What follows belongs to an exercise in optimizing a design on an open flow for small area and a short achievable clock period; a production flow would make more cautious choices. Where RTL was checked, it was by simulation tests only, not by an equivalence proof against the original.

== north ==
Design cordic, start of the top module:
module cordic(CosX,SinX,theta,Sign,clock,reset);
	output [16:0] CosX,SinX;
	input  [15:0] theta;
	input  Sign,clock,reset;
	reg [15:0] X;
	reg [16:0] Y;
	reg [13:0] Z;
	reg        zsr;            
	reg [3:0]  sh;             
	wire zs = zsr;
	wire last = (sh == 4'd14);
	wire [13:0] atan =
		(sh == 4'd1)  ? 14'd3593 : (sh == 4'd2)  ? 14'd1824 :
		(sh == 4'd3)  ? 14'd916  : (sh == 4'd4)  ? 14'd458  :
		(sh == 4'd5)  ? 14'd229  : (sh == 4'd6)  ? 14'd115  :
		(sh == 4'd7)  ? 14'd57   : (sh == 4'd8)  ? 14'd29   :
		(sh == 4'd9)  ? 14'd14   : (sh == 4'd10) ? 14'd7    :
		(sh == 4'd11) ? 14'd4    : (sh == 4'd12) ? 14'd2    :
		(sh == 4'd13) ? 14'd1    : 14'd0;
	wire first = (sh == 4'd0);
	wire [13:0] zop = first ? (Y[16] ? 14'd4720 : (zs ? -14'd4719 : 14'd14447)) : (atan ^ {14{~zs}});
	wire zci = ~first & ~zs;
	wire b = X[15];
	wire ysame = &(Y[15:0] ~^ {16{Y[16]}});      
	wire neg = last & (Y[16] ^ (ysame & b & (Y[16] ^ zs)));
	wire [16:0] yx = Y ^ {17{~zs}};
	wire [32:0] yext = {{17{yx[16]}}, yx[16:1]} >> sh;
	wire [15:0] yop = yext[15:0];
	wire [15:0] xx = X ^ {16{zs}};
	wire fillx = zs & ~neg;
	wire [32:0] xext = {{18{fillx}}, xx[15:1] ^ {neg, 14'd0}} >> sh;
	wire [16:0] xop = xext[16:0];
  ...
Size: roughly 52 flip-flops, about 53 I/O pins, roughly 0.0058 mm² of cells after synthesis.
==> module cordic, before the edit <==
module cordic(CosX,SinX,theta,Sign,clock,reset);
	output [16:0] CosX,SinX;
	input  [15:0] theta;
	input  Sign,clock,reset;
	reg [15:0] X;
	reg [16:0] Y;
	reg [13:0] Z;
	reg        zsr;            
	reg [3:0]  sh;             
	wire zs = zsr;
	wire last = (sh == 4'd14);
	wire [13:0] atan =
		(sh == 4'd1)  ? 14'd3593 : (sh == 4'd2)  ? 14'd1824 :
		(sh == 4'd3)  ? 14'd916  : (sh == 4'd4)  ? 14'd458  :
		(sh == 4'd5)  ? 14'd229  : (sh == 4'd6)  ? 14'd115  :
		(sh == 4'd7)  ? 14'd57   : (sh == 4'd8)  ? 14'd29   :
		(sh == 4'd9)  ? 14'd14   : (sh == 4'd10) ? 14'd7    :
		(sh == 4'd11) ? 14'd4    : (sh == 4'd12) ? 14'd2    :
		(sh == 4'd13) ? 14'd1    : 14'd0;
	wire first = (sh == 4'd0);
	wire [13:0] zop = first ? (Y[16] ? 14'd4720 : (zs ? -14'd4719 : 14'd14447)) : (atan ^ {14{~zs}});
	wire zci = ~first & ~zs;
	wire b = X[15];
	wire ysame = &(Y[15:0] ~^ {16{Y[16]}});      
	wire neg = last & (Y[16] ^ (ysame & b & (Y[16] ^ zs)));
	wire [16:0] yx = Y ^ {17{~zs}};
	wire [32:0] yext = {{17{yx[16]}}, yx[16:1]} >> sh;
	wire [15:0] yop = yext[15:0];
	wire [15:0] xx = X ^ {16{zs}};
	wire fillx = zs & ~neg;
	wire [32:0] xext = {{18{fillx}}, xx[15:1] ^ {neg, 14'd0}} >> sh;
	wire [16:0] xop = xext[16:0];
	wire [15:0] ylow = Y[15:0] & ~(16'hFFFE << sh);
	wire yc = Y[16] & (|ylow);
	wire cx = yc ^ ~zs;
	wire cy = zs;
	wire [16:0] ya = Y ^ {17{neg}};
	wire [15:0] SumX; addx ax(.a(X), .b(yop), .ci(cx), .s(SumX));
	wire [16:0] SumY; addy ay(.a(ya), .b(xop), .ci(cy), .s(SumY));
	wire [13:0] SumZ; addz az(.a(Z), .b(zop), .ci(zci), .s(SumZ));
	wire t45 = theta[13] & theta[11] & theta[10] & theta[8];
	always @(posedge clock)
		if (reset) begin
			sh <= 4'd0;
			X <= 16'h9B74;
			Y <= Sign ? 17'h1648C : 17'h09B74;
			Z <= theta[13:0] ^ {14{Sign}};
			zsr <= ~Sign & ~t45;
		end else begin
			sh <= sh + 4'd1;
			X <= SumX;
			Y <= {SumY[16] | neg, SumY[15:0]};
			Z <= SumZ;
			zsr <= SumZ[13];
		end
	assign CosX = {1'b0, X};
	assign SinX = Y;
endmodule
Settings: LEC_CHECK=0, ABC_AREA=1, CAP_MARGIN=20, CORE_MARGIN=2, CORE_UTILIZATION=50, CTS_BUF_LIST=sky130_fd_sc_hd__clkbuf_8, SETUP_SLACK_MARGIN=0.5, SLEW_MARGIN=20; clock period 15.0 ns.
standard.sh (not shown) runs the stock make flow with config.mk's settings and CLKGATE_MAP_FILE= SYNTH_SCRIPT=/design/flow/synth_recipe.tcl, a recipe that flattens the netlist after the stock synthesis.
==> flow/flow/run.sh <==
#!/bin/bash
# The standard layout (standard.sh) with these changes:
# repair_timing aims for a setup margin of 10.9 ns, ports get buf_2
# buffers, and Yosys maps no full or half adder cells (ADDER_MAP_FILE is
# empty, so ABC maps the adders as plain logic).
# make's output goes to flow_make.log here; each ORFS step logs under orfs/logs.
set -euo pipefail

sed -e "s|SETUP_SLACK_MARGIN=[0-9.]*|SETUP_SLACK_MARGIN=10.9 'BUFFER_PORTS_ARGS=-buffer_cell sky130_fd_sc_hd__buf_2' ADDER_MAP_FILE=|" standard.sh > my_standard.sh
bash my_standard.sh > flow_make.log 2>&1
Edits applied to the flow inputs when going from north to south:
diff --git a/flow/design.v b/flow/design.v
--- a/flow/design.v
+++ b/flow/design.v
@@ -5,6 +5,7 @@
 	reg [15:0] X;
 	reg [16:0] Y;
 	reg [13:0] Z;
+	reg        S1;             
 	reg        zsr;            
 	reg [3:0]  sh;             
 	wire zs = zsr;
@@ -18,7 +19,7 @@
 		(sh == 4'd11) ? 14'd4    : (sh == 4'd12) ? 14'd2    :
 		(sh == 4'd13) ? 14'd1    : 14'd0;
 	wire first = (sh == 4'd0);
-	wire [13:0] zop = first ? (Y[16] ? 14'd4720 : (zs ? -14'd4719 : 14'd14447)) : (atan ^ {14{~zs}});
+	wire [13:0] zop = first ? (S1 ? 14'd4720 : (zs ? -14'd4719 : 14'd14447)) : (atan ^ {14{~zs}});
 	wire zci = ~first & ~zs;
 	wire b = X[15];
 	wire ysame = &(Y[15:0] ~^ {16{Y[16]}});      
@@ -45,12 +46,14 @@
 			X <= 16'h9B74;
 			Y <= Sign ? 17'h1648C : 17'h09B74;
 			Z <= theta[13:0] ^ {14{Sign}};
+			S1 <= Sign;
 			zsr <= ~Sign & ~t45;
 		end else begin
 			sh <= sh + 4'd1;
 			X <= SumX;
 			Y <= {SumY[16] | neg, SumY[15:0]};
 			Z <= SumZ;
+			S1 <= 1'b0;
 			zsr <= SumZ[13];
 		end
 	assign CosX = {1'b0, X};
--- outcome ---
- Per the comparison of south with north, post-placement cell count rose by 29, worst slack after detailed placement rose by 0.76 ns, minimum clock period stayed essentially flat, synthesized cell count rose by about 3%, hold path depth fell by 2.
- Synthesized area divided by synthesized cell count (lower): south
- Comparing north and south, the lower post-synthesis to final-layout area growth was measured on south.
- south against north; non-clock buffer count is down by a few percent.
Function not checked in north: the RTL went through the layout flow alone.

[afterwards: timing with drivers on the ports]
How much do the figures lean on ideal ports? The routed layouts below were timed once more, with nothing changed but the port constraints.
Step 1 sets driving cells, clkbuf_16 on the clock port and buf_2 on the other inputs (assumed; they add their load-dependent delay and slew).
Step 2 also shifts input and output timing later by t, the mid clock arrival at the registers, as if the neighbouring blocks saw the same clock.
a / b / c = ideal ports / drivers / drivers and shift; a / b = the first two.
run	shift t [ns]	setup slack, ns	worst hold slack (ns)	latest minus earliest clock arrival (ns)	slew at the worst register clock pin (ns)
north	0.371	10.922 / 10.887 / 10.679	0.630 / 0.630 / 0.630	0.009 / 0.009	0.11 / 0.11
south	0.380	10.923 / 10.884 / 10.729	0.424 / 0.424 / 0.424	0.012 / 0.012	0.11 / 0.11
After both steps setup and hold are still met in every run listed. The setup slack of north, which loses most, moves by -0.035 ns with the drivers and by -0.243 ns with both steps.
